Context: an optimization exercise on an open-source flow, tuned for small area. The choices shown serve that exercise and are no tape-out recipe.
Only simulation tests tie the RTL to the original design; equivalence was not proved.
Power is estimated from default activity; no workload was simulated.

==> 09-21 <==
==> flow/design.v <==
module mojo_top(
    input clk,
    input rst_n,
    input [23:0] io_dip,
    output [23:0] io_led,
    output [7:0] led,
    output data_out
    );
wire rst = ~rst_n;
wire [7:0] num_leds = io_dip[7:0];
localparam [19:0] DIV_S0 = 20'hFFFFF;
localparam [19:0] DIV_TC = 20'hCB39A;
reg [19:0] div;
reg flash;
wire div_tc = (div == DIV_TC);
always @(posedge clk) begin
  if (rst | div_tc) div <= DIV_S0;
  else div <= {div[18:0], div[19] ^ div[16]};
  if (rst) flash <= 1'b0;
  else if (div_tc) flash <= ~flash;
end
assign io_led = flash ? 24'h3F3F3F : 24'h000000;
localparam [11:0] K_IDLE0 = 12'd1537;
localparam [11:0] K_RST0  = 12'd2631;
reg [11:0] k;
reg rmode;
reg fbit;
wire ready  = ~k[11] & k[10] & k[9] & k[1];    
wire idle2  = ready & k[0];                     
wire ws_reset;
always @(posedge clk) begin
  if (rst) k <= K_IDLE0;
  else if (idle2) k <= ws_reset ? K_RST0 : 12'd0;
  else k <= k + 12'd1;
  if (idle2) begin
    rmode <= ws_reset;
    fbit <= flash;
  end
end
wire [5:0] ph = k[5:0];
wire [2:0] bi = k[8:6];
wire dbit = fbit & (bi[2] | bi[1]);
wire hi = dbit ? (ph <= 6'd40) : (ph <= 6'd20);
wire past_end = k[10] & k[9] & (k[1] | k[0]);   
assign data_out = ~rmode & ~past_end & hi;
reg [1:0] state, next_state;
reg [7:0] led_index;
reg load;
wire last_led = (num_leds != 8'd0) & ({1'b0, led_index} + 9'd1 >= {1'b0, num_leds});
assign ws_reset = load & (ready ? (state == 2'd2) : (state == 2'd0));
always @(posedge clk) begin
  if (rst) begin
    state <= 2'd0;
    next_state <= 2'd0;
    led_index <= 8'd1;
    load <= 1'b0;
  end else begin
    load <= ready;
    state <= next_state;
    if (ready) begin
      case (state)
        2'd0: next_state <= 2'd1;
        2'd1: begin
          next_state <= last_led ? 2'd2 : 2'd1;
          led_index <= led_index + 8'd1;
        end
        default: begin
          next_state <= 2'd0;
          led_index <= 8'd1;
        end
      endcase
    end
  end
end
assign led = {ready, ws_reset, load, 3'b000, state};
endmodule
==> flow/run.sh <==
#!/bin/bash
# synth_recipe.tcl (not shown) runs the flow's synth.tcl, then flattens the netlist and writes it again
# the make line also repeats each setting of config.mk as NAME=value (left out here)
make -C /OpenROAD-flow-scripts/flow DESIGN_CONFIG=/design/flow/config.mk WORK_HOME=/design/flow/orfs CLKGATE_MAP_FILE= SYNTH_SCRIPT=/design/flow/synth_recipe.tcl finish
==> flow/config.mk <==
export PLATFORM = sky130hd
export DESIGN_NAME = mojo_top
export DESIGN_NICKNAME = mojo_top
export VERILOG_FILES = /design/flow/design.v
export SDC_FILE = /design/flow/constraint.sdc
export NUM_CORES = 4
export LEC_CHECK = 0
export CAP_MARGIN = 20
export CORE_MARGIN = 2
export CORE_UTILIZATION = 40
export SLEW_MARGIN = 20
==> flow/constraint.sdc <==
create_clock -name core_clock -period 20.0 [get_ports {clk}]
set_input_delay 4.0000 -clock core_clock [delete_from_list [all_inputs] [get_ports {clk}]]
set_output_delay 4.0000 -clock core_clock [all_outputs]
set_load 0.01 [all_outputs]
==> inputs of 08-07, as changes to 09-21 <==
==> flow/design.v (replaced) <==
module mojo_top(
    input clk,
    input rst_n,
    input [23:0] io_dip,
    output [23:0] io_led,
    output [7:0] led,
    output data_out
    );
wire rst = ~rst_n;  
wire flash_trigger;            
wire [31:0] division_ratio;    
reg load, ws_reset;            
wire ready;                    
reg [23:0] command;
parameter on = 24'b001111110011111100111111;
parameter off = 24'b000000000000000000000000;
wire [7:0] num_leds;
assign num_leds = io_dip[7:0];
wire [31:0]freq;
assign freq = 32'b00000000000010011000100101101000;
assign division_ratio = freq;  
clock_divider cd1(clk, rst, division_ratio, flash_trigger);
ws2812 ws1(clk, rst, command[23:16], command[15:8], command[7:0], load, ws_reset, data_out, ready);
always @ (flash_trigger) begin
  if (flash_trigger) begin
    command <= on;
  end else begin
    command <= off;
  end
end  
reg [7:0] led_index;
reg [4:0] state, next_state;
assign led[4:0] = state;
assign led[7] = ready;
assign led[6] = ws_reset;
assign led[5] = load;
assign io_led = command;
parameter IDLE = 0;
parameter WRITE_LED = 1;
parameter RESET = 2;
always @ (posedge clk) begin
  if (rst) begin
    state <= IDLE;
    next_state <= IDLE;
    led_index <= 1;
    load <= 0;
    ws_reset <= 0;
  end else if (ready == 1) begin
    case (state) 
      IDLE : begin
        load <= 1;
        next_state <= WRITE_LED;
      end
      WRITE_LED : begin
        load <= 1;
        if (led_index >= (num_leds-1)) next_state <= RESET;
        else next_state <= WRITE_LED;
        led_index <= led_index + 1;
      end  
      RESET : begin
        led_index <= 1;
        load <= 1;
        ws_reset <= 1;
        next_state <= IDLE;
      end
    endcase
    state <= next_state;
  end else begin
    load <= 0;
    ws_reset <= 0;
    state <= next_state;
  end
end  
endmodule  
module ws2812(
    input clk,
    input rst,
    input [7:0] r,
    input [7:0] g,
    input [7:0] b,
    input load,
    input ws_reset,
    output reg dataline,
    output reg ready
    );
parameter IDLE       = 3'b000;
parameter PULSE_DATA = 3'b010;
parameter WS_RST     = 3'b011;
reg [2:0] state;
parameter RESET_TICKS = 3000;   
parameter ONE_HIGH_TICKS = 40;
parameter ONE_LOW_TICKS = 22;
parameter ZERO_HIGH_TICKS = 20;
parameter ZERO_LOW_TICKS = 42;
reg [23:0] data;   
reg [31:0] counter;   
reg bit_state;
reg [31:0] data_index;
reg [31:0] counter_target;
always @ (posedge clk) begin
  if (rst) begin
    state <= IDLE;
    ready <= 0;
    dataline <= 0;
    counter <= 0;
    counter_target <= 0;
    data_index <= 0;
    bit_state <= 0;
    data <= 0;
  end else begin
    case (state)
      IDLE : begin
        if (ws_reset) begin
          state <= WS_RST;
          counter <= 0;
          counter_target <= RESET_TICKS;
          ready <= 0;
        end else if (load == 1) begin
          ready <= 0;
          data[15:8] <= r;
          data[23:16] <= g;
          data[7:0] <= b;
          state <= PULSE_DATA;
          data_index <= 24;
          if (g[7] == 1) counter_target <= ONE_HIGH_TICKS;
          else if (g[7] == 0) counter_target <= ZERO_HIGH_TICKS;
          counter <= 0;
          dataline <= 1;
        end else begin
          ready <= 1;
        end
      end
      PULSE_DATA : begin
        if (data_index == 0) begin
          state <= IDLE;
          dataline <= 0;
        end else begin  
          ready <= 0;
          if (dataline == 1) begin
            if (counter == counter_target) begin
              dataline <= 0;
              counter <= 0;
              if (data[data_index-1] == 1) counter_target <= ONE_LOW_TICKS;
              else if (data[data_index-1] == 0) counter_target <= ZERO_LOW_TICKS;
            end else begin
              counter <= counter + 1;
            end
          end else begin
            if (counter == counter_target) begin
              dataline <= 1;
              counter <= 0;
              if (data[data_index-2] == 1) counter_target <= ONE_HIGH_TICKS;
              else if (data[data_index-2] == 0) counter_target <= ZERO_HIGH_TICKS;
              data_index <= data_index - 1;
            end else begin
              counter <= counter + 1;
            end
          end
        end
      end
      WS_RST : begin
        if (counter > counter_target) begin
          state <= IDLE;
        end else begin
          counter <= counter + 1;
          ready <= 0;
        end
      end
    endcase
  end
end  
endmodule
module clock_divider(
    input clk_in,
    input rst,
    input [31:0] divisor,
    output reg clk_out
    );
reg [31:0] counter;
always @ (posedge clk_in) begin
  if (rst) begin
    clk_out <= 0;
    counter <= 0;
  end else 
  if (counter == divisor) begin
    clk_out <= ~clk_out;
    counter <= 0;
  end else begin
    counter <= counter + 1;
  end
end
endmodule
==> inputs of 10-13, as changes to 09-21 <==
--- a/flow/design.v
+++ b/flow/design.v
@@ -8,14 +8,13 @@
     );
 wire rst = ~rst_n;
 wire [7:0] num_leds = io_dip[7:0];
-localparam [19:0] DIV_S0 = 20'hFFFFF;
-localparam [19:0] DIV_TC = 20'hCB39A;
+localparam [19:0] DIV_TC = 20'h13BDC;
 reg [19:0] div;
 reg flash;
 wire div_tc = (div == DIV_TC);
 always @(posedge clk) begin
-  if (rst | div_tc) div <= DIV_S0;
-  else div <= {div[18:0], div[19] ^ div[16]};
+  if (rst | div_tc) div <= 20'h00000;
+  else div <= {~div[18:0], ~(div[19] ^ div[16])};
   if (rst) flash <= 1'b0;
   else if (div_tc) flash <= ~flash;
 end
@@ -46,29 +45,31 @@
 reg [1:0] state, next_state;
 reg [7:0] led_index;
 reg load;
-wire last_led = (num_leds != 8'd0) & ({1'b0, led_index} + 9'd1 >= {1'b0, num_leds});
-assign ws_reset = load & (ready ? (state == 2'd2) : (state == 2'd0));
+wire st_write = ~state[1] & state[0];
+wire li_en = ready & st_write;             
+wire li_ld = rst | (ready & state[1]);     
+wire [8:0] li_inc = {1'b0, led_index} + {8'd0, li_en};
+wire [7:0] nl_n = ~num_leds;
+wire [8:0] lc;
+assign lc[0] = 1'b1;
+genvar gi;
+generate for (gi = 0; gi < 8; gi = gi + 1) begin : lchain
+  assign lc[gi+1] = (li_inc[gi] & nl_n[gi]) | (lc[gi] & (li_inc[gi] | nl_n[gi]));
+end endgenerate
+wire last_led = (num_leds != 8'd0) & (li_inc[8] | lc[8]);
+assign ws_reset = load & (ready ? state[1] : ~state[1] & ~state[0]);
 always @(posedge clk) begin
+  led_index <= li_ld ? 8'd1 : li_inc[7:0];
   if (rst) begin
     state <= 2'd0;
     next_state <= 2'd0;
-    led_index <= 8'd1;
     load <= 1'b0;
   end else begin
     load <= ready;
     state <= next_state;
     if (ready) begin
-      case (state)
-        2'd0: next_state <= 2'd1;
-        2'd1: begin
-          next_state <= last_led ? 2'd2 : 2'd1;
-          led_index <= led_index + 8'd1;
-        end
-        default: begin
-          next_state <= 2'd0;
-          led_index <= 8'd1;
-        end
-      endcase
+      next_state[1] <= st_write & last_led;
+      next_state[0] <= ~state[1] & ~(state[0] & last_led);
     end
   end
 end
==> flow/flow/run.sh (new file) <==
#!/bin/bash
# Standard ORFS layout (the standard.sh), with two changes:
#  - port buffers use the smallest buffer cell instead of the default choice;
#  - clock tree built from the cells in flow/cts_args.txt, without dummy loads.
set -euo pipefail
export BUFFER_PORTS_ARGS="-buffer_cell sky130_fd_sc_hd__buf_1"
export CTS_ARGS="$(cat flow/cts_args.txt)"
bash standard.sh finish > flow_orfs.log 2>&1
==> flow/flow/cts_args.txt (new file) <==
-sink_clustering_enable -repair_clock_nets -dont_use_dummy_load -buf_list sky130_fd_sc_hd__clkbuf_8
==> flow/standard.sh (new file) <==
#!/bin/bash
# synth_recipe.tcl (not shown) runs the flow's synth.tcl, then flattens the netlist and writes it again
# the make line also repeats each setting of config.mk as NAME=value (left out here)
make -C /OpenROAD-flow-scripts/flow DESIGN_CONFIG=/design/flow/config.mk WORK_HOME=/design/flow/orfs CLKGATE_MAP_FILE= SYNTH_SCRIPT=/design/flow/synth_recipe.tcl "${@:-finish}"
--- a/flow/config.mk
+++ b/flow/config.mk
@@ -5,6 +5,7 @@
 export SDC_FILE = /design/flow/constraint.sdc
 export NUM_CORES = 4
 export LEC_CHECK = 0
+export ABC_AREA = 1
 export CAP_MARGIN = 20
 export CORE_MARGIN = 2
 export CORE_UTILIZATION = 40
removed: flow/run.sh
==> impl_metrics.yaml <==
synth:
  yosys.area_share.adder: 0.0272
  synth-seq-cells: 48
pwr:
  p_int_mw: 0.134
layout:
  flops_and_latches: 48
  largest_register: "div"
  layout_common_cells: "nand2_1 (62), dfxtp_1 (46), nor2_1 (45)"
setup_path:
  cp-endpoint: "led[6]"
  critPathSlowestCell: "dfxtp_1"
  cp_top_family: "buffers and inverters"
  r2r_cells: 19
  max_stage_delay_ps: 340
  cp.depth: 8
detailed_routing:
  met1_length_um: 1760
timing:
  setup_ws_ps: 14230
run_status:
  status: "no timing/DRC/antenna violations"
place:
  dp_hpwl_um: 2700
(the above is from 10-13)
==> impl_metrics.yaml <==
layout:
  nClkBuffers: 23
  layout_common_cells: "dfxtp_1 (121), nor2_1 (116), nand2_1 (64)"
  final_util: 0.464
synth:
  yosys.area_share.adder: 0.0535
detailed_routing:
  met1_length_um: 7090
setup_path:
  critPathSlowestCell: "or4_1"
  cp_top_family: "simple AND/OR/NAND/NOR gates"
  cp-endpoint: "next_state[1]"
  cp.depth: 9
place:
  dp_hpwl_um: 9660
  placed_cell_area_mm2: 0.00711
pwr:
  clockPowerShare: 0.283
  p_int_mw: 0.638
  power_clock_mw: 0.300
run_status:
  status: "no timing/DRC/antenna violations"
die:
  num_tap_cells: 220
timing:
  final-setup-viol-count: 0
(the above is from 08-07)
==> impl_metrics.yaml <==
run_status:
  status: "no timing/DRC/antenna violations"
setup_path:
  cp.depth: 4
  r2r_cells: 9
  cp-endpoint: "led[6]"
  cp_top_family: "simple AND/OR/NAND/NOR gates"
  critPathSlowestCell: "clkdlybuf4s50_1"
pwr:
  p_int_mw: 0.149
layout:
  flops_and_latches: 48
  largest_register: "div"
place:
  dp_hpwl_um: 3160
synth:
  synth-seq-cells: 48
(the above is from 09-21)

[re-timing with driven ports]
No port has a modelled driver above. Below, the same layouts with a new extraction and two added sets of constraints. Step 1 assumes that a clkbuf_16 drives the clock port and a buf_2 every other input. Step 2 times the ports against the registers' clock, not the clock port: input delays grow and output delays shrink by t, the midpoint of the rising clock arrivals with the driver on. a / b / c = ideal / step 1 / step 2; a / b = the first two.
run	shift t [ns]	setup WS [ns]	worst setup path after step 2	worst data-port slew with drivers (ns)
09-21	0.318	13.685 / 13.659 / 13.948	input to register	0.03
08-07	0.449	14.038 / 14.058 / 13.609	input to register	0.03
10-13	0.310	14.231 / 14.206 / 14.516	register to output	0.03
After both steps every run listed still meets setup and hold. The setup slack of 08-07, which loses most, moves by +0.020 ns with the drivers and by -0.429 ns with both steps.
